Source: an optimization exercise on an open RTL-to-GDS flow (aim: small area, a short achievable clock period and few clock cycles). Production flows keep margins and buffers that such runs may drop. In this exercise RTL edits were held to simulation tests only and were not proved equivalent to the original.

==> design/flow/flow/run.sh <==
#!/bin/bash
set -e
echo "export BUFFER_PORTS_ARGS = -buffer_cell sky130_fd_sc_hd__buf_4" >> "$FLOW_CONFIG"
echo "export SETUP_SLACK_MARGIN = 15" >> "$FLOW_CONFIG"
bash standard.sh > standard_flow.log 2>&1
==> design/flow/standard.sh <==
#!/bin/bash
# synth_recipe.tcl (not shown) runs the flow's synth.tcl, then flattens the netlist and writes it again
# the make line also repeats each setting of config.mk as NAME=value (left out here)
make -C /OpenROAD-flow-scripts/flow DESIGN_CONFIG=/design/flow/config.mk WORK_HOME=/design/flow/orfs CLKGATE_MAP_FILE= SYNTH_SCRIPT=/design/flow/synth_recipe.tcl "${@:-finish}"
==> design/flow/design.v <==
module fp4_cmul_w(br, bi, widx, p_re, p_im);
  input [3:0] br;
  wire [3:0] br;
  input [3:0] bi;
  wire [3:0] bi;
  input [2:0] widx;
  wire [2:0] widx;
  output [3:0] p_re;
  wire [3:0] p_re;
  output [3:0] p_im;
  wire [3:0] p_im;
  wire _000_;
  wire _001_;
  wire _002_;
  wire _003_;
  wire _004_;
  wire _005_;
  wire _006_;
  wire _007_;
  wire _008_;
  wire _009_;
  wire _010_;
  wire _011_;
  wire _012_;
  wire _013_;
  wire _014_;
  wire _015_;
  wire _016_;
  wire _017_;
  wire _018_;
  wire _019_;
  wire _020_;
  wire _021_;
  wire _022_;
  wire _023_;
  wire _024_;
  wire _025_;
  wire _026_;
  wire _027_;
  wire _028_;
  wire _029_;
  wire _030_;
  wire _031_;
  wire _032_;
  wire _033_;
  wire _034_;
  wire _035_;
  wire _036_;
  wire _037_;
  wire _038_;
  wire _039_;
  wire _040_;
  wire _041_;
  wire _042_;
  wire _043_;
  wire _044_;
  wire _045_;
  wire _046_;
  wire _047_;
  wire _048_;
  wire _049_;
  wire _050_;
  wire _051_;
  wire _052_;
  wire _053_;
  wire _054_;
  wire _055_;
  wire _056_;
  wire _057_;
  wire _058_;
  wire _059_;
  wire _060_;
  wire _061_;
  wire _062_;
  wire _063_;
  wire _064_;
  wire _065_;
  wire _066_;
  wire _067_;
  wire _068_;
  wire _069_;
  wire _070_;
  wire _071_;
  wire _072_;
  wire _073_;
  wire _074_;
  wire _075_;
  wire _076_;
  wire _077_;
  wire _078_;
  wire _079_;
  wire _080_;
  wire _081_;
  wire _082_;
  wire _083_;
  wire _084_;
  wire _085_;
  wire _086_;
  wire _087_;
  wire _088_;
  wire _089_;
  wire _090_;
  wire _091_;
  wire _092_;
  wire _093_;
  wire _094_;
  wire _095_;
  wire _096_;
  wire _097_;
  wire _098_;
  wire _099_;
  wire _100_;
  wire _101_;
  wire _102_;
  wire _103_;
  wire _104_;
  wire _105_;
  wire _106_;
  wire _107_;
  wire _108_;
  wire _109_;
  wire _110_;
  wire _111_;
  wire _112_;
  wire _113_;
  wire _114_;
  wire _115_;
  wire _116_;
  wire _117_;
  wire _118_;
  wire _119_;
  wire _120_;
  wire _121_;
  wire _122_;
  wire _123_;
  wire _124_;
  wire _125_;
  wire _126_;
  wire _127_;
  wire _128_;
  wire _129_;
  wire _130_;
  wire _131_;
  wire _132_;
  wire _133_;
  wire _134_;
  wire _135_;
  wire _136_;
  wire _137_;
  wire _138_;
  wire _139_;
  wire _140_;
  wire _141_;
  wire _142_;
  wire _143_;
  wire _144_;
  wire _145_;
  wire _146_;
  wire _147_;
  wire _148_;
  wire _149_;
  wire _150_;
  wire _151_;
  wire _152_;
  wire _153_;
  wire _154_;
  wire _155_;
  wire _156_;
  wire _157_;
  wire _158_;
  wire _159_;
  wire _160_;
  wire _161_;
  wire _162_;
  wire _163_;
  wire _164_;
  wire _165_;
  wire _166_;
  wire _167_;
  wire _168_;
  wire _169_;
  wire _170_;
  wire _171_;
  wire _172_;
  wire _173_;
  wire _174_;
  wire _175_;
  wire _176_;
  wire _177_;
  wire _178_;
  wire _179_;
  wire _180_;
  wire _181_;
  wire _182_;
  wire _183_;
  wire _184_;
  wire _185_;
  wire _186_;
  wire _187_;
  wire _188_;
  wire _189_;
  wire _190_;
  wire _191_;
  wire _192_;
  wire _193_;
  wire _194_;
  wire _195_;
  wire _196_;
  wire _197_;
  wire _198_;
  wire _199_;
  wire _200_;
  wire _201_;
  wire _202_;
  wire _203_;
  wire _204_;
  wire _205_;
  wire _206_;
  wire _207_;
  wire _208_;
  wire _209_;
  wire _210_;
  wire _211_;
  wire _212_;
  wire _213_;
  wire _214_;
  wire _215_;
  wire _216_;
  wire _217_;
  wire _218_;
  wire _219_;
  wire _220_;
  wire _221_;
  wire _222_;
  wire _223_;
  wire _224_;
  wire _225_;
  wire _226_;
  wire _227_;
  wire _228_;
  wire _229_;
  wire _230_;
  wire _231_;
  wire _232_;
  wire _233_;
  wire _234_;
  wire _235_;
  wire _236_;
  wire _237_;
  wire _238_;
  wire _239_;
  wire _240_;
  wire _241_;
  wire _242_;
  wire _243_;
  wire _244_;
  wire _245_;
  wire _246_;
  wire _247_;
  wire _248_;
  wire _249_;
  wire _250_;
  wire _251_;
  wire _252_;
  wire _253_;
  wire _254_;
  wire _255_;
  wire _256_;
  wire _257_;
  wire _258_;
  wire _259_;
  wire _260_;
  wire _261_;
  wire _262_;
  wire _263_;
  wire _264_;
  wire _265_;
  wire _266_;
  wire _267_;
  wire _268_;
  wire _269_;
  wire _270_;
  wire _271_;
  wire _272_;
  wire _273_;
  wire _274_;
  wire _275_;
  wire _276_;
  wire _277_;
  wire _278_;
  wire _279_;
  wire _280_;
  wire _281_;
  wire _282_;
  wire _283_;
  wire _284_;
  wire _285_;
  wire _286_;
  wire _287_;
  wire _288_;
  wire _289_;
  wire _290_;
  wire _291_;
  wire _292_;
  wire _293_;
  wire _294_;
  wire _295_;
  wire _296_;
  wire _297_;
  wire _298_;
  wire _299_;
  wire [3:0] \a1.out ;
  wire [3:0] \a1.result ;
  wire [2:0] \a1.sig_l ;
  wire [2:0] \a1.sig_s ;
  wire [2:0] \a1.sig_s_unaligned ;
  wire \a1.sub ;
  wire [3:0] \m1.x ;
  wire [3:0] \m2.half ;
  wire [3:0] \m2.mhalf ;
  wire [3:0] \m2.x ;
  wire [3:0] \m3.half ;
  wire [3:0] \m3.x ;
  wire [3:0] \m4.half ;
  wire [3:0] \m4.x ;
  wire [3:0] \s1.out ;
  wire [3:0] \s1.result ;
  wire [2:0] \s1.sig_l ;
  wire [2:0] \s1.sig_s ;
  wire [2:0] \s1.sig_s_unaligned ;
  wire \s1.sub ;
  wire [2:0] \tw.idx ;
  assign _097_ = ~widx[2];
  assign _108_ = widx[1] & _097_;
  assign _119_ = _108_ & widx[0];
  assign _130_ = ~_119_;
  assign _141_ = ~widx[1];
  assign _152_ = _141_ & widx[2];
  assign _163_ = ~_152_;
  assign _174_ = _163_ & _130_;
  assign _183_ = ~widx[0];
  assign _194_ = _183_ & widx[1];
  assign _205_ = ~_194_;
  assign _216_ = _205_ & _174_;
  assign _226_ = _216_ & bi[1];
  assign _233_ = ~_226_;
  assign _234_ = _183_ & _141_;
  assign _235_ = ~_234_;
  assign _236_ = _235_ & bi[2];
  assign _237_ = ~_236_;
  assign _238_ = _237_ & _233_;
  assign _239_ = ~_238_;
  assign _240_ = _235_ & br[2];
  assign _241_ = ~_240_;
  assign _242_ = ~_174_;
  assign _243_ = _242_ & br[1];
  assign _244_ = ~_243_;
  assign _245_ = _244_ & _241_;
  assign _246_ = ~_245_;
  assign _247_ = _246_ & _239_;
  assign _248_ = ~_247_;
  assign _249_ = _235_ & br[1];
  assign _250_ = ~_249_;
  assign _251_ = _250_ & _174_;
  assign _252_ = ~_251_;
  assign _253_ = _252_ & br[2];
  assign _254_ = ~_253_;
  assign _255_ = ~_216_;
  assign _256_ = _235_ & bi[1];
  assign _257_ = ~_256_;
  assign _258_ = _257_ & _255_;
  assign _259_ = ~_258_;
  assign _260_ = _259_ & bi[2];
  assign _261_ = ~_260_;
  assign _262_ = _261_ & _254_;
  assign _263_ = _262_ & _248_;
  assign _264_ = ~_263_;
  assign _265_ = ~_262_;
  assign _266_ = _260_ & _253_;
  assign _267_ = ~_266_;
  assign _268_ = _267_ & _265_;
  assign _269_ = ~_268_;
  assign _270_ = _243_ & br[2];
  assign _271_ = ~_270_;
  assign _272_ = _216_ & bi[2];
  assign _273_ = _272_ & bi[1];
  assign _274_ = ~_273_;
  assign _275_ = _274_ & _271_;
  assign _276_ = _275_ & _269_;
  assign _277_ = ~_276_;
  assign _278_ = ~br[1];
  assign _279_ = _278_ & _183_;
  assign _280_ = ~_279_;
  assign _281_ = br[1] & widx[0];
  assign _282_ = ~_281_;
  assign _283_ = _282_ & bi[1];
  assign _284_ = _283_ & _280_;
  assign _285_ = ~_284_;
  assign _286_ = ~bi[1];
  assign _287_ = _281_ & _286_;
  assign _288_ = ~_287_;
  assign _289_ = _288_ & _285_;
  assign _290_ = _289_ & _247_;
  assign _291_ = ~_290_;
  assign _292_ = _242_ & br[0];
  assign _293_ = ~_292_;
  assign _294_ = _249_ & _245_;
  assign _295_ = ~_294_;
  assign _296_ = _295_ & _293_;
  assign _297_ = ~_296_;
  assign _298_ = _245_ & _238_;
  assign _299_ = _216_ & bi[0];
  assign _000_ = ~_299_;
  assign _001_ = _000_ & _257_;
  assign _002_ = ~_001_;
  assign _003_ = _002_ & _298_;
  assign _004_ = _003_ & _297_;
  assign _005_ = ~_004_;
  assign _006_ = _005_ & _291_;
  assign _007_ = ~_006_;
  assign _008_ = ~_272_;
  assign _009_ = _254_ & _239_;
  assign _010_ = ~_009_;
  assign _011_ = _010_ & _008_;
  assign _012_ = ~_011_;
  assign _013_ = _012_ & _000_;
  assign _014_ = ~_013_;
  assign _015_ = ~_003_;
  assign _016_ = _011_ & _015_;
  assign _017_ = _016_ & _296_;
  assign _018_ = ~_017_;
  assign _019_ = _018_ & _014_;
  assign _020_ = ~br[3];
  assign _021_ = _020_ & bi[3];
  assign _022_ = ~_021_;
  assign _023_ = ~bi[3];
  assign _024_ = br[3] & _023_;
  assign _025_ = ~_024_;
  assign _026_ = _025_ & _022_;
  assign _027_ = ~_026_;
  assign _028_ = _027_ & _019_;
  assign _029_ = ~_028_;
  assign _030_ = ~_019_;
  assign _031_ = _026_ & _030_;
  assign _032_ = ~_031_;
  assign _033_ = _032_ & _029_;
  assign _034_ = ~_033_;
  assign _035_ = _034_ & _007_;
  assign _036_ = ~_035_;
  assign _037_ = _036_ & _277_;
  assign _038_ = ~_037_;
  assign _039_ = _038_ & _247_;
  assign _040_ = ~_275_;
  assign _041_ = _026_ & _040_;
  assign _042_ = ~_041_;
  assign _043_ = _027_ & _275_;
  assign _044_ = ~_043_;
  assign _045_ = _044_ & _042_;
  assign _046_ = _045_ & _039_;
  assign _047_ = ~_046_;
  assign _048_ = _047_ & _264_;
  assign _049_ = ~_048_;
  assign _050_ = _030_ & _007_;
  assign _051_ = ~_050_;
  assign _052_ = _019_ & _006_;
  assign _053_ = ~_052_;
  assign _054_ = _053_ & _051_;
  assign _055_ = ~_054_;
  assign _056_ = _055_ & _298_;
  assign _057_ = ~_056_;
  assign _058_ = _057_ & _049_;
  assign p_im[2] = ~_058_;
  assign _059_ = _298_ & _262_;
  assign _060_ = _059_ & _036_;
  assign _061_ = ~_060_;
  assign _062_ = _061_ & _047_;
  assign _063_ = ~_062_;
  assign _064_ = _063_ & _054_;
  assign _065_ = ~_064_;
  assign _066_ = _262_ & _247_;
  assign _067_ = ~_066_;
  assign _068_ = _067_ & _065_;
  assign _069_ = _035_ & _040_;
  assign _070_ = ~_069_;
  assign _071_ = _037_ & _275_;
  assign _072_ = ~_071_;
  assign _073_ = _072_ & _070_;
  assign p_im[1] = _073_ & _068_;
  assign _074_ = ~_039_;
  assign _075_ = ~_059_;
  assign _076_ = _075_ & _055_;
  assign p_im[0] = _076_ & _074_;
  assign _077_ = _242_ & bi[1];
  assign _078_ = ~_077_;
  assign _079_ = _257_ & _174_;
  assign _080_ = _079_ & _236_;
  assign _081_ = ~_080_;
  assign _082_ = _081_ & _078_;
  assign _083_ = ~_082_;
  assign _084_ = _216_ & br[1];
  assign _085_ = ~_084_;
  assign _086_ = _085_ & _241_;
  assign _087_ = ~_086_;
  assign _088_ = ~_079_;
  assign _089_ = _088_ & bi[2];
  assign _090_ = ~_089_;
  assign _091_ = _090_ & _087_;
  assign _092_ = ~_091_;
  assign _093_ = _216_ & br[2];
  assign _094_ = ~_093_;
  assign _095_ = _094_ & _092_;
  assign _096_ = _095_ & _083_;
  assign _098_ = ~_096_;
  assign _099_ = ~_095_;
  assign _100_ = _250_ & _255_;
  assign _101_ = ~_100_;
  assign _102_ = _101_ & _085_;
  assign _103_ = ~_102_;
  assign _104_ = _103_ & _099_;
  assign _105_ = ~_104_;
  assign _106_ = _105_ & _098_;
  assign _107_ = _090_ & _082_;
  assign _109_ = _216_ & br[0];
  assign _110_ = ~_109_;
  assign _111_ = _086_ & _249_;
  assign _112_ = ~_111_;
  assign _113_ = _112_ & _110_;
  assign _114_ = ~_113_;
  assign _115_ = _087_ & _082_;
  assign _116_ = ~_289_;
  assign _117_ = _089_ & _116_;
  assign _118_ = _117_ & _115_;
  assign _120_ = ~_118_;
  assign _121_ = ~_115_;
  assign _122_ = _101_ & br[2];
  assign _123_ = ~_122_;
  assign _124_ = _123_ & _090_;
  assign _125_ = _124_ & _121_;
  assign _126_ = _125_ & _098_;
  assign _127_ = ~_126_;
  assign _128_ = _127_ & _120_;
  assign _129_ = ~_128_;
  assign _131_ = _129_ & _114_;
  assign _132_ = _242_ & bi[0];
  assign _133_ = ~_132_;
  assign _134_ = _107_ & _256_;
  assign _135_ = ~_134_;
  assign _136_ = _135_ & _133_;
  assign _137_ = ~_136_;
  assign _138_ = _137_ & _131_;
  assign _139_ = ~_138_;
  assign _140_ = _139_ & _107_;
  assign _142_ = ~_140_;
  assign _143_ = _142_ & _026_;
  assign _144_ = ~_143_;
  assign _145_ = ~_107_;
  assign _146_ = _087_ & _289_;
  assign _147_ = _146_ & _145_;
  assign _148_ = _113_ & _099_;
  assign _149_ = ~_148_;
  assign _150_ = ~_131_;
  assign _151_ = _150_ & _095_;
  assign _153_ = _151_ & _136_;
  assign _154_ = ~_153_;
  assign _155_ = _154_ & _149_;
  assign _156_ = _155_ & _147_;
  assign _157_ = ~_156_;
  assign _158_ = ~_147_;
  assign _159_ = ~_155_;
  assign _160_ = _159_ & _158_;
  assign _161_ = ~_160_;
  assign _162_ = _161_ & _157_;
  assign _164_ = _162_ & _139_;
  assign _165_ = ~_164_;
  assign _166_ = _165_ & _144_;
  assign _167_ = ~_166_;
  assign _168_ = _159_ & _026_;
  assign _169_ = ~_168_;
  assign _170_ = _169_ & _147_;
  assign _171_ = _170_ & _167_;
  assign _172_ = ~_171_;
  assign _173_ = _172_ & _128_;
  assign _175_ = ~_173_;
  assign _176_ = _175_ & _167_;
  assign _177_ = ~_176_;
  assign _178_ = _177_ & _106_;
  assign _179_ = ~_178_;
  assign _180_ = ~_106_;
  assign _181_ = _175_ & _180_;
  assign _182_ = ~_181_;
  assign p_re[1] = _182_ & _179_;
  assign p_re[0] = _173_ & _162_;
  assign _184_ = ~p_re[1];
  assign _185_ = ~_124_;
  assign _186_ = _144_ & _106_;
  assign _187_ = ~_186_;
  assign _188_ = _143_ & _180_;
  assign _189_ = ~_188_;
  assign _190_ = _189_ & _187_;
  assign _191_ = ~_190_;
  assign _192_ = _191_ & _175_;
  assign _193_ = ~_192_;
  assign _195_ = _193_ & _185_;
  assign _196_ = ~_195_;
  assign _197_ = _191_ & _124_;
  assign _198_ = _197_ & _176_;
  assign _199_ = ~_198_;
  assign _200_ = _199_ & _196_;
  assign _201_ = _200_ & _184_;
  assign _202_ = ~_201_;
  assign _203_ = ~_151_;
  assign _204_ = _203_ & _020_;
  assign _206_ = ~_204_;
  assign _207_ = _235_ & _023_;
  assign _208_ = ~_207_;
  assign _209_ = _234_ & bi[3];
  assign _210_ = ~_209_;
  assign _211_ = _210_ & _208_;
  assign _212_ = ~_211_;
  assign _213_ = _212_ & _151_;
  assign _214_ = ~_213_;
  assign _215_ = _214_ & _206_;
  assign p_re[3] = _215_ & _202_;
  assign _217_ = ~_068_;
  assign _218_ = _217_ & _058_;
  assign _219_ = ~_218_;
  assign _220_ = ~_016_;
  assign _221_ = _220_ & _023_;
  assign _222_ = ~_221_;
  assign _223_ = _235_ & br[3];
  assign _224_ = ~_223_;
  assign _225_ = _234_ & _020_;
  assign _227_ = ~_225_;
  assign _228_ = _227_ & _224_;
  assign _229_ = ~_228_;
  assign _230_ = _229_ & _016_;
  assign _231_ = ~_230_;
  assign _232_ = _231_ & _222_;
  assign p_im[3] = _232_ & _219_;
  assign p_re[2] = ~_200_;
  assign \s1.sub  = 1'h1;
  assign \s1.out  = p_re;
  assign \s1.sig_l [2] = 1'h0;
  assign \s1.sig_s_unaligned [2] = 1'h0;
  assign \s1.sig_s [2] = 1'h0;
  assign \s1.result  = p_re;
  assign \m4.x  = bi;
  assign \m4.half [2:0] = \m2.half [2:0];
  assign \m3.x  = br;
  assign \m3.half [3] = 1'hx;
  assign \a1.result  = p_im;
  assign \a1.sig_s [2] = 1'h0;
  assign \a1.sig_s_unaligned [2] = 1'h0;
  assign \m2.x  = bi;
  assign \m2.half [3] = 1'hx;
  assign \m2.mhalf [2:0] = \m2.half [2:0];
  assign \a1.sig_l [2] = 1'h0;
  assign \m1.x  = br;
  assign \tw.idx  = widx;
  assign \a1.out  = p_im;
  assign \a1.sub  = 1'h0;
endmodule
module fp4_cmul_w2(br, bi, w, p_re, p_im);
  input [3:0] br;
  wire [3:0] br;
  input [3:0] bi;
  wire [3:0] bi;
  input [1:0] w;
  wire [1:0] w;
  output [3:0] p_re;
  wire [3:0] p_re;
  output [3:0] p_im;
  wire [3:0] p_im;
  wire _000_;
  wire _001_;
  wire _002_;
  wire _003_;
  wire _004_;
  wire _005_;
  wire _006_;
  wire _007_;
  wire _008_;
  wire _009_;
  wire _010_;
  wire _011_;
  wire _012_;
  wire _013_;
  wire _014_;
  wire _015_;
  wire _016_;
  wire _017_;
  wire _018_;
  wire _019_;
  wire _020_;
  wire _021_;
  wire _022_;
  wire _023_;
  wire _024_;
  wire _025_;
  wire _026_;
  wire _027_;
  wire _028_;
  wire _029_;
  wire _030_;
  wire _031_;
  wire _032_;
  wire _033_;
  wire _034_;
  wire _035_;
  wire _036_;
  wire _037_;
  wire _038_;
  wire _039_;
  wire _040_;
  wire _041_;
  wire _042_;
  wire _043_;
  wire _044_;
  wire _045_;
  wire _046_;
  wire _047_;
  wire _048_;
  wire _049_;
  wire _050_;
  wire _051_;
  wire _052_;
  wire _053_;
  wire _054_;
  wire _055_;
  wire _056_;
  wire _057_;
  wire _058_;
  wire _059_;
  wire _060_;
  wire _061_;
  wire _062_;
  wire _063_;
  wire _064_;
  wire _065_;
  wire _066_;
  wire _067_;
  wire _068_;
  wire _069_;
  wire _070_;
  wire _071_;
  wire _072_;
  wire _073_;
  wire _074_;
  wire _075_;
  wire _076_;
  wire _077_;
  wire _078_;
  wire _079_;
  wire _080_;
  wire _081_;
  wire _082_;
  wire _083_;
  wire _084_;
  wire _085_;
  wire _086_;
  wire _087_;
  wire _088_;
  wire _089_;
  wire _090_;
  wire _091_;
  wire _092_;
  wire _093_;
  wire _094_;
  wire _095_;
  wire _096_;
  wire _097_;
  wire _098_;
  wire _099_;
  wire _100_;
  wire _101_;
  wire _102_;
  wire _103_;
  wire _104_;
  wire _105_;
  wire _106_;
  wire _107_;
  wire _108_;
  wire _109_;
  wire _110_;
  wire _111_;
  wire _112_;
  wire _113_;
  wire _114_;
  wire _115_;
  wire _116_;
  wire _117_;
  wire _118_;
  wire _119_;
  wire _120_;
  wire _121_;
  wire _122_;
  wire _123_;
  wire _124_;
  wire _125_;
  wire _126_;
  wire _127_;
  wire _128_;
  wire _129_;
  wire _130_;
  wire _131_;
  wire _132_;
  wire _133_;
  wire _134_;
  wire _135_;
  wire _136_;
  wire _137_;
  wire _138_;
  wire _139_;
  wire _140_;
  wire _141_;
  wire _142_;
  wire _143_;
  wire _144_;
  wire _145_;
  wire _146_;
  wire _147_;
  wire _148_;
  wire _149_;
  wire _150_;
  wire _151_;
  wire _152_;
  wire _153_;
  wire _154_;
  wire _155_;
  wire _156_;
  wire _157_;
  wire [3:0] \u.a1.out ;
  wire [3:0] \u.a1.result ;
  wire [2:0] \u.a1.sig_l ;
  wire [2:0] \u.a1.sig_s ;
  wire [2:0] \u.a1.sig_s_unaligned ;
  wire \u.a1.sub ;
  wire [3:0] \u.bi ;
  wire [3:0] \u.br ;
  wire [3:0] \u.m1.x ;
  wire [3:0] \u.m2.half ;
  wire [3:0] \u.m2.mhalf ;
  wire [3:0] \u.m2.x ;
  wire [3:0] \u.m3.half ;
  wire [3:0] \u.m3.x ;
  wire [3:0] \u.m4.half ;
  wire [3:0] \u.m4.x ;
  wire [3:0] \u.p_im ;
  wire [3:0] \u.p_re ;
  wire [3:0] \u.s1.out ;
  wire [3:0] \u.s1.result ;
  wire [2:0] \u.s1.sig_l ;
  wire [2:0] \u.s1.sig_s ;
  wire [2:0] \u.s1.sig_s_unaligned ;
  wire \u.s1.sub ;
  wire [2:0] \u.tw.idx ;
  wire [2:0] \u.widx ;
  assign _077_ = br[1] & br[2];
  assign _078_ = ~_077_;
  assign _079_ = bi[2] & bi[1];
  assign _080_ = ~_079_;
  assign _081_ = bi[2] & br[2];
  assign _082_ = ~_081_;
  assign _083_ = _082_ & _080_;
  assign _084_ = _083_ & _078_;
  assign _085_ = ~_084_;
  assign _086_ = _085_ & w[0];
  assign _087_ = ~_086_;
  assign _088_ = bi[1] & br[1];
  assign _089_ = ~_088_;
  assign _090_ = _089_ & w[0];
  assign _091_ = ~_090_;
  assign _092_ = _091_ & bi[2];
  assign _093_ = ~_092_;
  assign _094_ = ~br[3];
  assign _095_ = ~bi[3];
  assign _096_ = _095_ & _094_;
  assign _097_ = ~_096_;
  assign _098_ = bi[3] & br[3];
  assign _099_ = ~_098_;
  assign _100_ = _099_ & _097_;
  assign _101_ = ~bi[2];
  assign _102_ = _089_ & _101_;
  assign _103_ = ~_102_;
  assign _104_ = _103_ & _100_;
  assign _105_ = _104_ & _093_;
  assign _106_ = ~_105_;
  assign _107_ = ~br[2];
  assign _108_ = _101_ & _107_;
  assign _109_ = ~_108_;
  assign _110_ = _109_ & _082_;
  assign _111_ = ~_110_;
  assign _112_ = _111_ & w[0];
  assign _113_ = ~_112_;
  assign _114_ = ~bi[1];
  assign _115_ = ~w[0];
  assign _116_ = ~w[1];
  assign _117_ = _116_ & _115_;
  assign _118_ = _117_ & _114_;
  assign _119_ = ~_118_;
  assign _120_ = ~br[1];
  assign _121_ = w[1] & _115_;
  assign _122_ = _121_ & _120_;
  assign _123_ = ~_122_;
  assign _124_ = _123_ & _119_;
  assign _125_ = _124_ & _113_;
  assign _126_ = ~_125_;
  assign _127_ = _126_ & _106_;
  assign _128_ = _127_ & _086_;
  assign _129_ = ~_128_;
  assign _130_ = _114_ & _120_;
  assign _131_ = ~_130_;
  assign _132_ = _131_ & _089_;
  assign _133_ = _132_ & _112_;
  assign _134_ = ~_133_;
  assign _135_ = _117_ & br[0];
  assign _136_ = ~_135_;
  assign _137_ = _121_ & bi[0];
  assign _138_ = ~_137_;
  assign _139_ = _138_ & _136_;
  assign _140_ = _139_ & _134_;
  assign _141_ = _140_ & _129_;
  assign _142_ = ~_141_;
  assign _143_ = ~_100_;
  assign _144_ = _128_ & _143_;
  assign _145_ = ~_144_;
  assign _146_ = ~_127_;
  assign _147_ = _146_ & _087_;
  assign _148_ = ~_147_;
  assign _149_ = _148_ & _145_;
  assign _150_ = _131_ & _091_;
  assign _151_ = _150_ & _149_;
  assign _152_ = ~_151_;
  assign _153_ = ~_149_;
  assign _154_ = ~_132_;
  assign _155_ = _154_ & _115_;
  assign _156_ = ~_155_;
  assign _157_ = _156_ & _091_;
  assign _000_ = ~_157_;
  assign _001_ = _000_ & _153_;
  assign _002_ = ~_001_;
  assign _003_ = _002_ & _152_;
  assign _004_ = _003_ & _142_;
  assign _005_ = _004_ & _087_;
  assign _006_ = ~_005_;
  assign _007_ = _117_ & br[2];
  assign _008_ = ~_007_;
  assign _009_ = _121_ & bi[2];
  assign _010_ = ~_009_;
  assign _011_ = _010_ & _008_;
  assign _012_ = _100_ & _081_;
  assign _013_ = ~_012_;
  assign _014_ = _013_ & _086_;
  assign _015_ = ~_014_;
  assign _016_ = _015_ & _011_;
  assign _017_ = _016_ & _006_;
  assign p_re[2] = ~_017_;
  assign _018_ = _011_ & _004_;
  assign _019_ = ~_018_;
  assign _020_ = ~_003_;
  assign _021_ = _020_ & _087_;
  assign _022_ = ~_021_;
  assign _023_ = _022_ & _019_;
  assign p_re[1] = ~_023_;
  assign _024_ = ~_140_;
  assign p_re[0] = _019_ & _024_;
  assign _025_ = _117_ & bi[2];
  assign _026_ = ~_025_;
  assign _027_ = _121_ & br[2];
  assign _028_ = ~_027_;
  assign _029_ = _028_ & _026_;
  assign _030_ = _029_ & _127_;
  assign _031_ = _117_ & bi[0];
  assign _032_ = ~_031_;
  assign _033_ = _121_ & br[0];
  assign _034_ = ~_033_;
  assign _035_ = _034_ & _032_;
  assign _036_ = _035_ & _134_;
  assign _037_ = _036_ & _013_;
  assign _038_ = _037_ & _030_;
  assign _039_ = ~_038_;
  assign _040_ = _029_ & _153_;
  assign _041_ = ~_040_;
  assign p_im[2] = _041_ & _039_;
  assign _042_ = ~_030_;
  assign _043_ = _042_ & _149_;
  assign _044_ = ~_043_;
  assign p_im[1] = _044_ & _039_;
  assign _045_ = ~_036_;
  assign p_im[0] = _045_ & _042_;
  assign _046_ = _023_ & _017_;
  assign _047_ = ~_046_;
  assign _048_ = _080_ & br[2];
  assign _049_ = ~_048_;
  assign _050_ = _101_ & _114_;
  assign _051_ = ~_050_;
  assign _052_ = _051_ & w[0];
  assign _053_ = _052_ & _049_;
  assign _054_ = _053_ & _095_;
  assign _055_ = ~_054_;
  assign _056_ = _121_ & _095_;
  assign _057_ = ~_056_;
  assign _058_ = ~_053_;
  assign _059_ = ~_121_;
  assign _060_ = _059_ & br[3];
  assign _061_ = ~_060_;
  assign _062_ = _061_ & _058_;
  assign _063_ = _062_ & _057_;
  assign _064_ = ~_063_;
  assign _065_ = _064_ & _055_;
  assign p_re[3] = _065_ & _047_;
  assign _066_ = ~_117_;
  assign _067_ = _058_ & _066_;
  assign _068_ = ~_067_;
  assign _069_ = _068_ & bi[3];
  assign _070_ = ~_069_;
  assign _071_ = _094_ & _115_;
  assign _072_ = ~_071_;
  assign _073_ = _072_ & _062_;
  assign _074_ = ~_073_;
  assign _075_ = _074_ & _070_;
  assign _076_ = ~_075_;
  assign p_im[3] = _076_ & _039_;
  assign \u.s1.sig_l [2] = 1'h0;
  assign \u.s1.sig_s_unaligned [2] = 1'h0;
  assign \u.s1.sig_s [2] = 1'h0;
  assign \u.m2.x  = bi;
  assign \u.m2.half [3] = 1'hx;
  assign \u.m2.mhalf [2:0] = \u.m2.half [2:0];
  assign \u.s1.result  = p_re;
  assign \u.m3.half [3] = 1'hx;
  assign \u.m3.x  = br;
  assign \u.s1.out  = p_re;
  assign \u.m1.x  = br;
  assign \u.s1.sub  = 1'h1;
  assign \u.m4.half [2:0] = \u.m2.half [2:0];
  assign \u.m4.x  = bi;
  assign \u.tw.idx  = { w, 1'h0 };
  assign \u.p_im  = p_im;
  assign \u.p_re  = p_re;
  assign \u.widx  = { w, 1'h0 };
  assign \u.bi  = bi;
  assign \u.br  = br;
  assign \u.a1.result  = p_im;
  assign \u.a1.sig_s [2] = 1'h0;
  assign \u.a1.sig_s_unaligned [2] = 1'h0;
  assign \u.a1.sig_l [2] = 1'h0;
  assign \u.a1.out  = p_im;
  assign \u.a1.sub  = 1'h0;
endmodule
module fp4_addsub2(a, p, x, y);
  input [3:0] a;
  wire [3:0] a;
  input [3:0] p;
  wire [3:0] p;
  output [3:0] x;
  wire [3:0] x;
  output [3:0] y;
  wire [3:0] y;
  wire _000_;
  wire _001_;
  wire _002_;
  wire _003_;
  wire _004_;
  wire _005_;
  wire _006_;
  wire _007_;
  wire _008_;
  wire _009_;
  wire _010_;
  wire _011_;
  wire _012_;
  wire _013_;
  wire _014_;
  wire _015_;
  wire _016_;
  wire _017_;
  wire _018_;
  wire _019_;
  wire _020_;
  wire _021_;
  wire _022_;
  wire _023_;
  wire _024_;
  wire _025_;
  wire _026_;
  wire _027_;
  wire _028_;
  wire _029_;
  wire _030_;
  wire _031_;
  wire _032_;
  wire _033_;
  wire _034_;
  wire _035_;
  wire _036_;
  wire _037_;
  wire _038_;
  wire _039_;
  wire _040_;
  wire _041_;
  wire _042_;
  wire _043_;
  wire _044_;
  wire _045_;
  wire _046_;
  wire _047_;
  wire _048_;
  wire _049_;
  wire _050_;
  wire _051_;
  wire _052_;
  wire _053_;
  wire _054_;
  wire _055_;
  wire _056_;
  wire _057_;
  wire _058_;
  wire _059_;
  wire _060_;
  wire _061_;
  wire _062_;
  wire _063_;
  wire _064_;
  wire _065_;
  wire _066_;
  wire _067_;
  wire _068_;
  wire _069_;
  wire _070_;
  wire _071_;
  wire _072_;
  wire _073_;
  wire _074_;
  wire _075_;
  wire _076_;
  wire _077_;
  wire _078_;
  wire _079_;
  wire _080_;
  wire _081_;
  wire _082_;
  wire _083_;
  wire _084_;
  wire _085_;
  wire _086_;
  wire _087_;
  wire _088_;
  wire _089_;
  wire _090_;
  wire _091_;
  wire _092_;
  wire _093_;
  wire _094_;
  wire _095_;
  wire _096_;
  wire _097_;
  wire _098_;
  wire _099_;
  wire _100_;
  wire _101_;
  wire _102_;
  wire _103_;
  wire _104_;
  wire _105_;
  wire _106_;
  wire _107_;
  wire _108_;
  wire _109_;
  wire _110_;
  wire _111_;
  wire _112_;
  wire _113_;
  wire _114_;
  wire _115_;
  wire _116_;
  wire _117_;
  wire _118_;
  wire _119_;
  wire _120_;
  wire _121_;
  wire _122_;
  wire _123_;
  wire _124_;
  wire _125_;
  wire _126_;
  wire _127_;
  wire _128_;
  wire _129_;
  wire _130_;
  wire _131_;
  wire _132_;
  wire _133_;
  wire _134_;
  wire _135_;
  wire _136_;
  wire _137_;
  wire _138_;
  wire _139_;
  wire _140_;
  wire _141_;
  wire _142_;
  wire _143_;
  wire _144_;
  wire _145_;
  wire _146_;
  wire _147_;
  wire _148_;
  wire _149_;
  wire _150_;
  wire _151_;
  wire _152_;
  wire _153_;
  wire _154_;
  wire _155_;
  wire _156_;
  wire _157_;
  wire _158_;
  wire [2:0] \u_d.x ;
  wire [2:0] \u_d.y ;
  wire [2:0] \u_s.x ;
  wire [2:0] \u_s.y ;
  wire [2:0] xm;
  wire [2:0] ym;
  assign _066_ = ~p[2];
  assign _075_ = ~a[1];
  assign _079_ = _075_ & p[1];
  assign _080_ = ~_079_;
  assign _081_ = _080_ & _066_;
  assign _082_ = ~_081_;
  assign _083_ = ~a[2];
  assign _084_ = ~p[1];
  assign _085_ = a[1] & _084_;
  assign _086_ = ~_085_;
  assign _087_ = _086_ & _083_;
  assign _088_ = ~_087_;
  assign _089_ = _088_ & _082_;
  assign _090_ = ~_089_;
  assign _091_ = _088_ & a[0];
  assign _092_ = ~_091_;
  assign _093_ = _082_ & p[0];
  assign _094_ = ~_093_;
  assign _095_ = _094_ & _092_;
  assign _096_ = ~_095_;
  assign _097_ = _096_ & _090_;
  assign _098_ = ~_097_;
  assign _099_ = ~p[0];
  assign _100_ = a[2] & _066_;
  assign _101_ = ~_100_;
  assign _102_ = _083_ & _066_;
  assign _103_ = ~_102_;
  assign _104_ = a[2] & p[2];
  assign _105_ = ~_104_;
  assign _106_ = _105_ & _103_;
  assign _107_ = ~_106_;
  assign _108_ = _086_ & p[0];
  assign _109_ = ~_108_;
  assign _110_ = _109_ & _080_;
  assign _111_ = _110_ & _107_;
  assign _112_ = ~_111_;
  assign _113_ = _112_ & _101_;
  assign _114_ = _113_ & _099_;
  assign _115_ = ~_114_;
  assign _116_ = ~_113_;
  assign _117_ = ~a[0];
  assign _118_ = _086_ & p[2];
  assign _119_ = ~_118_;
  assign _120_ = _119_ & _117_;
  assign _121_ = _120_ & _116_;
  assign _122_ = ~_121_;
  assign _123_ = _122_ & _115_;
  assign _124_ = ~_123_;
  assign _125_ = _124_ & _089_;
  assign _126_ = ~_125_;
  assign _127_ = p[0] & a[0];
  assign _128_ = _075_ & _084_;
  assign _129_ = _128_ & a[2];
  assign _130_ = ~_129_;
  assign _131_ = a[1] & p[1];
  assign _132_ = _131_ & _083_;
  assign _133_ = ~_132_;
  assign _134_ = _133_ & _130_;
  assign _135_ = ~_134_;
  assign _136_ = _135_ & _127_;
  assign _137_ = ~_136_;
  assign _138_ = _137_ & _126_;
  assign _139_ = ~_138_;
  assign _140_ = ~a[3];
  assign _141_ = _140_ & p[3];
  assign _142_ = ~_141_;
  assign _143_ = ~p[3];
  assign _144_ = a[3] & _143_;
  assign _145_ = ~_144_;
  assign _146_ = _145_ & _142_;
  assign _147_ = ~_146_;
  assign _148_ = _147_ & _139_;
  assign _149_ = ~_148_;
  assign _150_ = _149_ & _098_;
  assign y[0] = ~_150_;
  assign _151_ = _125_ & _106_;
  assign _152_ = ~_151_;
  assign _153_ = _122_ & _107_;
  assign _154_ = ~_153_;
  assign _155_ = _154_ & _128_;
  assign _156_ = ~_155_;
  assign _157_ = _131_ & _107_;
  assign _158_ = ~_157_;
  assign _000_ = a[1] & a[0];
  assign _001_ = ~_000_;
  assign _002_ = p[0] & p[1];
  assign _003_ = ~_002_;
  assign _004_ = _003_ & _001_;
  assign _005_ = ~_004_;
  assign _006_ = _005_ & _104_;
  assign _007_ = ~_006_;
  assign _008_ = _007_ & _158_;
  assign _009_ = _008_ & _156_;
  assign _010_ = _009_ & _152_;
  assign _011_ = _010_ & _147_;
  assign _012_ = ~_011_;
  assign _013_ = ~_127_;
  assign _014_ = _099_ & _117_;
  assign _015_ = ~_014_;
  assign _016_ = _015_ & _013_;
  assign _017_ = _016_ & _128_;
  assign _018_ = ~_017_;
  assign _019_ = ~_128_;
  assign _020_ = _019_ & _090_;
  assign _021_ = ~_020_;
  assign _022_ = _021_ & _018_;
  assign _023_ = _022_ & _010_;
  assign _024_ = ~_023_;
  assign _025_ = ~_010_;
  assign _026_ = _086_ & _080_;
  assign _027_ = _026_ & _025_;
  assign _028_ = ~_027_;
  assign _029_ = _028_ & _024_;
  assign _030_ = _029_ & _146_;
  assign _031_ = ~_030_;
  assign _032_ = _031_ & _012_;
  assign y[1] = ~_032_;
  assign _033_ = _146_ & _139_;
  assign _034_ = ~_033_;
  assign _035_ = _034_ & _098_;
  assign x[0] = ~_035_;
  assign _036_ = _010_ & _146_;
  assign _037_ = ~_036_;
  assign _038_ = _029_ & _147_;
  assign _039_ = ~_038_;
  assign _040_ = _039_ & _037_;
  assign x[1] = ~_040_;
  assign _041_ = _018_ & _102_;
  assign _042_ = ~_041_;
  assign _043_ = _042_ & _008_;
  assign _044_ = ~_043_;
  assign _045_ = _044_ & _134_;
  assign _046_ = ~_045_;
  assign _047_ = _046_ & _147_;
  assign _048_ = ~_047_;
  assign _049_ = ~_016_;
  assign _050_ = _049_ & _157_;
  assign _051_ = ~_050_;
  assign _052_ = _128_ & _104_;
  assign _053_ = ~_052_;
  assign _054_ = _053_ & _042_;
  assign _055_ = _054_ & _051_;
  assign _056_ = _055_ & _152_;
  assign _057_ = _056_ & _146_;
  assign _058_ = ~_057_;
  assign _059_ = _058_ & _048_;
  assign y[2] = ~_059_;
  assign _060_ = _059_ & _032_;
  assign _061_ = ~_060_;
  assign _062_ = _113_ & p[3];
  assign _063_ = ~_062_;
  assign _064_ = _116_ & _140_;
  assign _065_ = ~_064_;
  assign _067_ = _065_ & _063_;
  assign y[3] = _067_ & _061_;
  assign _068_ = _046_ & _146_;
  assign _069_ = ~_068_;
  assign _070_ = _056_ & _147_;
  assign _071_ = ~_070_;
  assign _072_ = _071_ & _069_;
  assign x[2] = ~_072_;
  assign _073_ = _072_ & _040_;
  assign _074_ = ~_073_;
  assign _076_ = _113_ & _143_;
  assign _077_ = ~_076_;
  assign _078_ = _077_ & _065_;
  assign x[3] = _078_ & _074_;
  assign \u_s.y  = p[2:0];
  assign \u_s.x  = a[2:0];
  assign \u_d.y  = p[2:0];
  assign \u_d.x  = a[2:0];
  assign ym = y[2:0];
  assign xm = x[2:0];
endmodule
module fp4_butterfly(
    input [7:0] A,
    input [7:0] B,
    input [2:0] widx,
    output [7:0] X,
    output [7:0] Y
);
    wire [3:0] p_re, p_im;
    fp4_cmul_w cm (.br(B[7:4]), .bi(B[3:0]), .widx(widx), .p_re(p_re), .p_im(p_im));
    fp4_addsub2 xr (.a(A[7:4]), .p(p_re), .x(X[7:4]), .y(Y[7:4]));
    fp4_addsub2 xi (.a(A[3:0]), .p(p_im), .x(X[3:0]), .y(Y[3:0]));
endmodule
module fp4_butterfly_w2(
    input [7:0] A,
    input [7:0] B,
    input [1:0] w,
    output [7:0] X,
    output [7:0] Y
);
    wire [3:0] p_re, p_im;
    fp4_cmul_w2 cm (.br(B[7:4]), .bi(B[3:0]), .w(w), .p_re(p_re), .p_im(p_im));
    fp4_addsub2 xr (.a(A[7:4]), .p(p_re), .x(X[7:4]), .y(Y[7:4]));
    fp4_addsub2 xi (.a(A[3:0]), .p(p_im), .x(X[3:0]), .y(Y[3:0]));
endmodule
module fp4_z(
    input [3:0] x,
    output [3:0] y
);
    wire sub = (x[2:1] == 2'b00);
    assign y = {x[3] & (x[2:0] != 3'b000), x[2] | (sub & x[0]), x[1] | (sub & x[0]), x[0] & ~sub};
endmodule
module fp4_butterfly_w0(
    input [7:0] A,
    input [7:0] B,
    output [7:0] X,
    output [7:0] Y
);
    wire [3:0] p_re, p_im;
    fp4_z zr (.x(B[7:4]), .y(p_re));
    fp4_z zi (.x(B[3:0]), .y(p_im));
    fp4_addsub2 xr (.a(A[7:4]), .p(p_re), .x(X[7:4]), .y(Y[7:4]));
    fp4_addsub2 xi (.a(A[3:0]), .p(p_im), .x(X[3:0]), .y(Y[3:0]));
endmodule
module fp4_butterfly_w08(
    input [7:0] A,
    input [7:0] B,
    input w8,
    output [7:0] X,
    output [7:0] Y
);
    wire [3:0] zr, zi;
    fp4_z u_r (.x(B[7:4]), .y(zr));
    fp4_z u_i (.x(B[3:0]), .y(zi));
    wire [3:0] p_re = w8 ? {zi[3] ^ (zi != 4'h0), zi[2:0]} : zr;
    wire [3:0] p_im = w8 ? zr : zi;
    fp4_addsub2 xr (.a(A[7:4]), .p(p_re), .x(X[7:4]), .y(Y[7:4]));
    fp4_addsub2 xi (.a(A[3:0]), .p(p_im), .x(X[3:0]), .y(Y[3:0]));
endmodule
module sdf_stage #(
    parameter D = 8
)(
    input wire clk,
    input wire en,
    input wire phase,
    input wire [7:0] s_in,
    input wire [7:0] X,
    input wire [7:0] Y,
    output wire [7:0] A,
    output wire [7:0] s_out
);
    reg [8*D-1:0] dl;  
    assign A = dl[8*D-1 -: 8];
    generate
        if (D == 1) begin : g1
            always @(posedge clk)
                if (en) dl <= phase ? Y : s_in;
        end else begin : gn
            always @(posedge clk)
                if (en) dl <= {dl[8*(D-1)-1:0], phase ? Y : s_in};
        end
    endgenerate
    assign s_out = phase ? X : A;
endmodule
module fp4_fft #(
    parameter MAX_N = 32,
    parameter ADDR_WIDTH = $clog2(MAX_N)
)(
    input wire clk,
    input wire rst,
    input wire start,
    input wire [ADDR_WIDTH-1:0] N,  
    output reg done,
    output reg error,
    input wire [7:0] data_in,  
    input wire data_in_valid,  
    output reg [7:0] data_out,  
    output reg data_out_valid,  
    output reg fft_ready  
);
    reg n16, n8;
    always @(posedge clk) begin
        n16 <= (N == 5'd16);
        n8 <= (N == 5'd8);
    end
    wire [3:0] mask = n16 ? 4'hf : n8 ? 4'h7 : 4'h3;
    function [14:0] stage_ctl;
        input [3:0] x;
        input m16, m8;
        reg [3:0] l0, l1, l2, l3, l4, l5, cm, r;
        reg hi4;
        begin
            l0 = x - 4'd1;
            l1 = x - 4'd9;
            l2 = x - 4'd14;
            l3 = x - 4'd1;
            l4 = x - 4'd2;
            l5 = x - 4'd9;
            hi4 = m16 ? l4[3] : m8 ? l4[2] : l4[1];
            cm = x & (m16 ? 4'hf : m8 ? 4'h7 : 4'h3);
            r = m16 ? 4'd11 : m8 ? 4'd7 : 4'd1;
            stage_ctl[14] = m16 & l0[3];
            stage_ctl[13] = (m16 | m8) & l1[2];
            stage_ctl[12] = l2[1];
            stage_ctl[11] = l3[0];
            stage_ctl[10] = m16 & l1[3];
            stage_ctl[9:8] = m16 ? {l2[2], l2[3]} : m8 ? {l2[2], 1'b0} : 2'b00;
            stage_ctl[7:5] = m16 ? {l3[1], l3[2], l3[3]} : m8 ? {l3[1], l3[2], 1'b0} : {l3[1], 2'b00};
            stage_ctl[4] = hi4 & ~l4[0];
            stage_ctl[3] = m16 & l5[2] & ~l5[1];
            stage_ctl[2] = (cm >= r);
            stage_ctl[1] = (cm == r - 4'd1);
            stage_ctl[0] = 1'b0;
        end
    endfunction
    reg in_frame;  
    reg [3:0] c;  
    reg [5:0] fv;  
    reg en;  
    reg [14:0] ctl;  
    wire start_now = data_in_valid & ~in_frame & fft_ready;
    wire adv = in_frame ? data_in_valid : 1'b1;
    wire [3:0] cur = start_now ? 4'd0 : c;
    wire last = in_frame & data_in_valid & ((c & mask) == mask);
    wire wrap = adv & ((cur & mask) == mask);
    wire in_frame_n = start_now | (in_frame & ~last);
    wire [3:0] c_n = adv ? cur + 4'd1 : c;
    wire last_slot = ((c & mask) == mask);
    wire wrap_next = (((c + 4'd1) & mask) == 4'd0);
    wire [14:0] ctl_inc = stage_ctl(c + 4'd1, n16, n8);
    wire [14:0] ctl_one = stage_ctl(4'd1, N == 5'd16, N == 5'd8);
    always @(posedge clk)
        ctl <= ~adv ? ctl : start_now ? ctl_one : ctl_inc;
    wire ph8 = ctl[14], ph4 = ctl[13], ph2 = ctl[12], ph1 = ctl[11];
    wire k4 = ctl[10];
    wire [1:0] k2 = ctl[9:8];
    wire [2:0] k1 = ctl[7:5];
    wire cond1 = ctl[4], cond2 = ctl[3];
    wire out_v = n16 ? (ctl[2] ? fv[0] : fv[1]) : n8 ? (ctl[2] ? fv[1] : fv[2]) : (ctl[2] ? fv[4] : fv[5]);
    wire [5:0] keep = n16 ? 6'b000011 : n8 ? 6'b000111 : 6'b111111;
    always @(posedge clk or negedge rst) begin
        if (!rst) begin
            in_frame <= 1'b0;
            c <= 4'hf;  
            fv <= 6'b000000;
            fft_ready <= 1'b0;
            done <= 1'b0;
            error <= 1'b0;
            data_out_valid <= 1'b0;
            en <= 1'b0;
        end else begin
            in_frame <= in_frame_n;
            c <= c_n;
            en <= adv;
            fft_ready <= in_frame ? (data_in_valid & last_slot) : (~(data_in_valid & fft_ready) & wrap_next);
            done <= last;
            error <= start & ((N == 5'd0) | ((N & (N - 5'd1)) != 5'd0));
            data_out_valid <= en & out_v;
            if (wrap)
                fv <= {fv[4:0], in_frame} & keep;
            else if (en & ctl[1]) begin
                if (n16) fv[1] <= 1'b0;
                else if (n8) fv[2] <= 1'b0;
                else fv[5] <= 1'b0;
            end
        end
    end
    reg [7:0] in_reg, o4, o2;
    wire [7:0] s8, s4, s2, s1;
    wire [7:0] a8, a4, a2, a1, x8, y8, x4, y4, x2, y2, x1, y1;
    wire [7:0] b4 = s8;
    wire [7:0] b2 = o4;
    fp4_butterfly_w0 bf8 (.A(a8), .B(in_reg), .X(x8), .Y(y8));
    fp4_butterfly_w08 bf4 (.A(a4), .B(b4), .w8(k4), .X(x4), .Y(y4));
    fp4_butterfly_w2 bf2 (.A(a2), .B(b2), .w(k2), .X(x2), .Y(y2));
    fp4_butterfly bf1 (.A(a1), .B(o2), .widx(k1), .X(x1), .Y(y1));
    sdf_stage #(.D(8)) st8 (.clk(clk), .en(en), .phase(ph8), .s_in(in_reg),
                            .X(x8), .Y(y8), .A(a8), .s_out(s8));
    sdf_stage #(.D(4)) st4 (.clk(clk), .en(en), .phase(ph4), .s_in(b4),
                            .X(x4), .Y(y4), .A(a4), .s_out(s4));
    sdf_stage #(.D(2)) st2 (.clk(clk), .en(en), .phase(ph2), .s_in(b2),
                            .X(x2), .Y(y2), .A(a2), .s_out(s2));
    sdf_stage #(.D(1)) st1 (.clk(clk), .en(en), .phase(ph1), .s_in(o2),
                            .X(x1), .Y(y1), .A(a1), .s_out(s1));
    reg [55:0] rv1;
    reg [15:0] rv2;
    wire [7:0] tap1 = n16 ? rv1[55:48] : n8 ? rv1[23:16] : rv1[7:0];
    wire [7:0] q1 = cond1 ? s1 : tap1;
    wire [7:0] q2 = cond2 ? q1 : rv2[15:8];
    always @(posedge clk) begin
        in_reg <= data_in;
        data_out <= q2;
    end
    always @(posedge clk) begin
        if (en) begin
            o4 <= s4;
            o2 <= s2;
            rv1 <= {rv1[47:0], cond1 ? tap1 : s1};
            rv2 <= {rv2[7:0], cond2 ? rv2[15:8] : q1};
        end
    end
endmodule
==> design/flow/config.mk <==
export PLATFORM = sky130hd
export DESIGN_NAME = fp4_fft
export DESIGN_NICKNAME = fp4_fft
export VERILOG_FILES = /design/flow/design.v
export SDC_FILE = /design/flow/constraint.sdc
export NUM_CORES = 4
export LEC_CHECK = 0
export ABC_AREA = 1
export CAP_MARGIN = 20
export CORE_MARGIN = 2
export CORE_UTILIZATION = 40
export CTS_BUF_LIST = sky130_fd_sc_hd__clkbuf_16
export CTS_CLUSTER_DIAMETER = 80
export CTS_CLUSTER_SIZE = 25
export SLEW_MARGIN = 20
export BUFFER_PORTS_ARGS = -buffer_cell sky130_fd_sc_hd__buf_4
export SETUP_SLACK_MARGIN = 15
==> design/flow/constraint.sdc <==
create_clock -name core_clock -period 20.0 [get_ports {clk}]
set_input_delay 4.0000 -clock core_clock [delete_from_list [all_inputs] [get_ports {clk}]]
set_output_delay 4.0000 -clock core_clock [all_outputs]
set_load 0.01 [all_outputs]
==> results of run 1 <==
cell type report:
cell class                      count  area [µm²]  area share [%]
Sequential cell                   255        7410           48.48
Multi-Input combinational cell   1014        5629           36.83
Inverter                          217       818.3           5.354
Tap cell                          455       569.3           3.725
Clock buffer                       17       425.4           2.783
Timing Repair Buffer               38       304.0           1.989
Clock inverter                     11       122.6          0.8023
Timing Repair inverter              1       5.005         0.03275
metal layers:
metal	global-route usage, %	vias up
li1	-	5145
met1	23.43	4790
met2	25.20	206
met3	1.771	30
met4	3.399	0
met5	0	-
worst paths after layout:
path | to | slack [ns] | cells past startpoint
worst max register to register | st4.dl[3]$_DFFE_PP_ | 15.40 | 30
min in group asynchronous | fv[1]$_DFFE_PN0P_ | 3.33 | 1
worst min register to register | st4.dl[30]$_DFFE_PP_ | 0.41 | 0
worst max-delay path | fft_ready | 14.96 | 1
max in group asynchronous | c[0]$_DFFE_PN1P_ | 16.42 | 1
worst min-delay path | st4.dl[30]$_DFFE_PP_ | 0.41 | 0
cells in the final DEF, fill, tap and decap left out, types with 4 or more instances in the layout:
cell type | Yosys | final
nor2_2 | 4 | 6
nand4_1 | 10 | 10
dfstp_2 | 4 | 4
nand3_2 | 7 | 8
nor3_1 | 4 | 4
a22oi_1 | 12 | 11
a31oi_1 | 11 | 11
o21ai_1 | 14 | 16
inv_8 | 0 | 5
clkbuf_16 | 0 | 17
xor2_1 | 14 | 14
nand3_1 | 87 | 86
a21boi_0 | 6 | 6
inv_1 | 209 | 208
nor2_4 | 2 | 4
xnor2_1 | 4 | 4
o22ai_1 | 18 | 18
inv_2 | 7 | 10
buf_6 | 0 | 5
edfxtp_1 | 221 | 221
o21ai_0 | 110 | 107
o32ai_1 | 4 | 4
a22o_1 | 7 | 7
dfrtp_1 | 12 | 10
ha_1 | 75 | 74
a221oi_1 | 8 | 8
dfxtp_1 | 18 | 16
mux2i_1 | 6 | 6
nand2_2 | 13 | 13
o211ai_1 | 7 | 7
nor2_1 | 84 | 80
a21oi_1 | 42 | 40
o21ai_2 | 8 | 9
buf_4 | 0 | 33
nand2_1 | 421 | 420
metrics by stage:
step	utilization [%]	setup WS (ns)
finish	44.46	14.96
global route	44.46	14.92
CTS	44.27	14.93
detailed placement	42.57	14.69
global placement	42.57	14.74
floorplan	-	14.99
cell families after synthesis:
kind of cell	Yosys count	share of synthesized area (%)
XOR/XNOR	21	1.490
multiplexers	6	0.4333
buffers and inverters	237	6.464
adder cells (fa/ha/maj)	75	6.771
AND/OR/NAND/NOR	646	19.64
AO/OA/AOI/OAI	266	11.79
flip-flops	255	53.41
what timing repair did:
item,in CTS,in global routing
buffers inserted,2,4
gates cloned,1,0
setup endpoints to repair,8,27
pin swaps,0,1
resized for setup,5,12
==> impl_metrics.tcl, run 1 <==
set metrics [dict create \
    wl_met3_mm 1.201 \
    grt_setup_unrepaired "true" \
    grt_max_degree 82 \
    synth_commonest_cells "nand2_1, edfxtp_1, inv_1" \
    drv_slew 0 \
    ant_nets 0 \
    core_area_um2 34370 \
    worstPathArrival_ns 1.04 \
    path_clk_slew_ns 0.09 \
    crit_fanout 2 \
    slew-limit-headroom_pct 31.28 \
    crit_family "flip-flops" \
    hpwl_mm 20.29 \
    largest_reg_flops 64 \
    slowest_delay_ns 0.42 \
    path_buf_inv 1 \
    via_count 10170 \
    setup_viol 0 \
    drive_above_1_share_pct 9.208 \
    tns_ns 0 \
    synth_cell_type_count 60 \
    ys_ff_latch 255 \
    cts_tree "built" \
    nNetsFinal 1635 \
    cp-end-kind "output pin" \
    worstPathRequired_ns 16.00 \
    final_cell_area_um2 15280 \
    first_iter_violations 825 \
    cp-start-kind "flip-flop" \
    overflow 0 \
    status "no timing/DRC/antenna violations" \
    clkSinkCount 255 \
    stdcell_count 2008 \
    synth_edf_count 221 \
    syn_area_per_cell_um2 9.203 \
    top_layer_used "met4" \
    grt_pass1_vias 9733 \
    max_flop_register "st8.dl" \
    die_h_um 190.1 \
    dpl.cell_count 1973 \
    synth_area_um2 13860 \
    yosys.area.top_type "edfxtp_1" \
    hp-class "flip-flop to flip-flop" \
    crit_slowest_cell "dfrtp_2" \
    grt_usage_pct 15.87 \
    io_buffer_count 28 \
    via_per_inst 5.065 \
    diodes 0 \
    clk_path_buf_depth 3 \
    async_flop_share_pct 6.275 \
    clockRootBuffer "clkbuf_16" \
    worstMarginPinSlew_ns 1.031 \
    grt_pass1_wl_mm 47.64 \
    wl_met1_mm 14.31 \
    synth.top_cell.area_share_pct 47.88 \
    drc 0 \
    cts_buffers 16 \
    first_pass_iters 5 \
    die_x_um 190.1 \
    synth_flop_cell "edfxtp_1" \
    maxCapViolations 0 \
    place_area_um2 14630 \
    hold_viol 0 \
    fillers 3319 \
    initial_core_util_pct 40.32 \
    std_cell_rows 68 \
    ys_warn_count 5 \
    die_area_um2 36150 \
    wl_met2_mm 12.46 \
    hold_ws_ns 0.4144 \
    worst-setup-path-type "flip-flop to output pin" \
    cp-startpoint "fft_ready$_DFF_PN0_" \
    skew_ns 0.02897 \
    wirelength_mm 28.40 \
    pin_count 29 \
    yosysMostFrequentCell "nand2_1" \
    syn_nets 1598 \
    yosysSeqAreaShare_pct 53.41 \
    yosys-top-cells-area "edfxtp_1, nand2_1, ha_1, inv_1, o21ai_0" \
    antenna_found_initial 0 \
    syn2layout_area_growth_pct 10.27 \
    gp_congestion 0.8770 \
    htreeDepth 1 \
    wl_per_cell_um 14.14 \
    postCtsHoldBufs 0 \
    max_freq_mhz 198.3 \
    hp-start "st4.dl[22]$_DFFE_PP_" \
    path_cells "buf_6" \
    period_share_pct 25.22 \
    synthCells 1506 \
    r2r-start "in_reg[5]$_DFF_P_" \
    largestRegisters "st8.dl x64, rv1 x56, st4.dl x32" \
    min_period_ns 5.044 \
    clk_latency_ns 0.52 \
]
Testbench counts, summed over its fixed seeds: cycles 5,344.
==> run 2: changes to the inputs <==
--- a/design/flow/design.v
+++ b/design/flow/design.v
@@ -1604,16 +1604,15 @@
     wire [7:0] tap1 = n16 ? rv1[55:48] : n8 ? rv1[23:16] : rv1[7:0];
     wire [7:0] q1 = cond1 ? s1 : tap1;
     wire [7:0] q2 = cond2 ? q1 : rv2[15:8];
-    always @(posedge clk) begin
+    always @(posedge clk)
         in_reg <= data_in;
-        data_out <= q2;
-    end
     always @(posedge clk) begin
         if (en) begin
             o4 <= s4;
             o2 <= s2;
             rv1 <= {rv1[47:0], cond1 ? tap1 : s1};
             rv2 <= {rv2[7:0], cond2 ? rv2[15:8] : q1};
+            data_out <= q2;
         end
     end
 endmodule
==> design/flow/flow/run.sh (replaced) <==
#!/bin/bash
set -e
rm -rf scripts_mod
cp -r "$FLOW_HOME/scripts" scripts_mod
printf 'strash\ndch -f\nmap -a\nstrash\ndch -f\nmap -a\ntopo\nstime -c\n' > scripts_mod/abc_area.script
echo "export BUFFER_PORTS_ARGS = -buffer_cell sky130_fd_sc_hd__buf_4" >> "$FLOW_CONFIG"
echo "export SETUP_SLACK_MARGIN = 15" >> "$FLOW_CONFIG"
export SCRIPTS_DIR="$PWD/scripts_mod"
bash standard.sh > standard_flow.log 2>&1
==> run 2 against run 1 <==
Compared with the run above: maximum frequency down 6.8%; sequential share of layout area down 3.7 points; largest cell class unchanged; synthesized cell count is 10% lower; highest routed layer unchanged; design area increased by 9.6%.
==> impl_metrics.tcl, run 2 <==
set metrics [dict create \
    tns_ns 0 \
    grt_pass1_vias 9836 \
    crit_slowest_cell "edfxtp_1" \
    min_period_ns 5.410 \
    cts_tree "built" \
    final_common_cell "nand2_1" \
    via_per_inst 5.215 \
    ant_nets 0 \
    io_buffer_count 28 \
    async_flop_share_pct 6.275 \
    synth_compound_area_share_pct 16.02 \
    clockRootBuffer "clkbuf_16" \
    postCtsHoldBufs 0 \
    yosys.area_share.simple_pct 13.79 \
    pin_count 29 \
    largest_reg_flops 64 \
    yosys-top-cells-area "edfxtp_1, nand2_1, ha_1, o21ai_0, clkinv_1" \
    synth_cell_type_count 41 \
    path_clk_slew_ns 0.10 \
    overflow 0 \
    via_count 10340 \
    hpwl_mm 19.34 \
    std_cell_rows 66 \
    largestRegisters "st8.dl x64, rv1 x56, st4.dl x32" \
    yosys.area.top_type "edfxtp_1" \
    status "no timing/DRC/antenna violations" \
    die_area_um2 34520 \
    max_freq_mhz 184.9 \
    syn_area_per_cell_um2 9.756 \
    gp_congestion 0.8547 \
    hold_viol 0 \
    hp-class "flip-flop to flip-flop" \
    first_iter_violations 645 \
    antenna_found_initial 0 \
    max_flop_register "st8.dl" \
    period_share_pct 27.05 \
    syn2layout_area_growth_pct 26.76 \
    cp-start-kind "flip-flop" \
    clk_latency_ns 0.52 \
    cp-end-kind "flip-flop" \
    worstPathRequired_ns 20.25 \
    crit_top_cell "nand2_2" \
    first_pass_iters 5 \
    synth_area_um2 13220 \
    wl_per_cell_um 15.62 \
    ys_warn_count 5 \
    htreeDepth 1 \
    layout_common_cells "nand2_1, edfxtp_1, buf_4" \
    synth.top_cell.area_share_pct 52.02 \
    diodes 0 \
    synth_edf_count 229 \
    yosysMostFrequentCell "nand2_1" \
    synth_top_family_by_area "compound AO/OA/AOI/OAI gates" \
    grt_usage_pct 17.18 \
    core_area_um2 32540 \
    clk_path_buf_depth 3 \
    syn_nets 1447 \
    drc 0 \
    ys_ff_latch 255 \
    nNetsFinal 1624 \
    maxCapViolations 0 \
    worstMarginPinSlew_ns 1.000 \
    synth_mux_area_share_pct 0 \
    synth_flop_cell "edfxtp_1" \
    clkSinkCount 255 \
    crit_fanout 8 \
    slew-limit-headroom_pct 33.32 \
    grt_pass1_wl_mm 48.31 \
    synthXorXnorAreaFrac_pct 1.259 \
    grt_setup_unrepaired "true" \
    setup_viol 0 \
    wirelength_mm 30.97 \
    worstPathArrival_ns 5.66 \
    synthCells 1355 \
    die_h_um 185.8 \
    synth_fa_ha_area_share_pct 7.099 \
    synth_commonest_cells "nand2_1, edfxtp_1, clkinv_1, o21ai_0, nor2_1" \
    slowest_delay_ns 0.50 \
    utilization_pct 51.50 \
    drive_above_1_share_pct 27.71 \
    die_x_um 185.8 \
    yosysSeqAreaShare_pct 56.60 \
    skew_ns 0.02078 \
    drv_slew 0 \
    initial_core_util_pct 40.63 \
    cts_buffers 16 \
    worst-setup-path-type "flip-flop to flip-flop" \
    grt_max_degree 90 \
]
[run 2: cell count changes in the layout (fill, tap and decap cells not counted), moves of 14 or more]
cell | previous run | this run
clkinv_1 | 1 | 133
inv_1 | 208 | 2
nand2_1 | 420 | 257
a22oi_1 | 11 | 29
ha_1 | 74 | 55
o21ai_2 | 9 | 25
nand3_1 | 86 | 25
nand2_2 | 13 | 27
buf_4 | 33 | 139
ha_4 | 0 | 15
o21ai_0 | 107 | 126
clkinv_2 | 1 | 16
[run 2: cell families (layout without fill, tap and decap cells)]
logic type,Yosys count,count (layout)
buffers and inverters,184,369
and+or+nand+nor,457,458
AOI/OAI and AO/OA,365,365
adders and majority gates,75,75
DFF,255,255
xor gates and xnor gates,19,19
[run 2: worst paths after layout]
check                           slack [ns]            startpoint  depth (start not counted)                       end
worst max-delay path                 14.59  ctl[6]$_SDFFCE_PP0P_                         36          rv2[7]$_DFFE_PP_
worst min-delay path                  0.42   st2.dl[1]$_DFFE_PP_                          0       st2.dl[9]$_DFFE_PP_
worst max register to register       14.59  ctl[6]$_SDFFCE_PP0P_                         36          rv2[7]$_DFFE_PP_
worst min register to register        0.42   st2.dl[1]$_DFFE_PP_                          0       st2.dl[9]$_DFFE_PP_
max in group asynchronous            16.41                   rst                          1          c[0]$_DFFE_PN1P_
min in group asynchronous             3.32                   rst                          1  data_out_valid$_DFF_PN0_
[run 2: worst max-delay path, delay by kind of cell, from the launching register on]
kind                       cells  cell delay (ns)
AOI/OAI and AO/OA             17             2.76
DFF                            1             0.50
adders and majority gates      1             0.29
and+or+nand+nor               11             0.95
xor gates and xnor gates       1             0.19
buffers and inverters          6             0.47
[run 2: timing repair]
item	CTS	global route
resized for setup	140	168
pin swaps	57	82
endpoints found under the setup margin	61	69
gates cloned	2	0
buffers inserted	74	53
[run 2: stage by stage]
stage	worst slack, ns	cell area, µm²	hold WS (ns)	instances
CTS	14.88	15800	0.4186	1929
floorplan	14.89	13440	0.4003	1355
global placement	13.89	14220	0.4005	1826
finish	14.59	16760	0.4195	1983
detailed placement	13.84	14220	0.4045	1826
global route	14.27	16760	0.4238	1983
[run 2: area by class of cell]
class / instances / area, µm²
clock buffers: 17 / 425.4
clock inverters: 10 / 117.6
fillers: 2920 / 15780
inverters: 182 / 748.2
multi-input cells: 917 / 6105
flip-flops and latches: 255 / 7508
well taps: 442 / 553.0
repair buffers: 159 / 1294
repair inverters: 1 / 5.005
[run 2: layer usage]
metal / part of all wire (%) / GRT usage (%) / routed length (µm) / vias up
met1: 44 / 22.59 / 13600 / 4899
met5: 0 / 0 / 0 / -
met3: 3.7 / 2.289 / 1161 / 65
li1: - / - / - / 5137
met4: 2.9 / 5.827 / 901 / 0
met2: 49 / 29.22 / 15300 / 241
Testbench counts of run 2, summed over its fixed seeds: cycles 5,344.

[static timing again, ports no longer ideal]
The flow's constraints put no driver on any port. The routed layouts listed below were extracted and timed again, unchanged, in two steps.
Step 1, drivers: a clkbuf_16 drives clk and a buf_2 each remaining input, both assumed.
Step 2 also shifts input and output timing later by t, the mid clock arrival at the registers, as if the neighbouring blocks saw the same clock.
Slacks: ideal / step 1 / step 2; pairs: ideal / step 1.
run	t, ns	setup WS [ns]	latest minus earliest clock arrival (ns)	slew at the worst register clock pin (ns)
run 1	0.553	14.957 / 14.905 / 14.686	0.030 / 0.030	0.10 / 0.10
run 2	0.558	14.590 / 14.590 / 14.553	0.021 / 0.021	0.10 / 0.10
After both steps setup and hold are still met in every run listed. For run 1, which loses most, drivers alone change the setup slack by -0.052 ns; drivers and shift together by -0.271 ns.
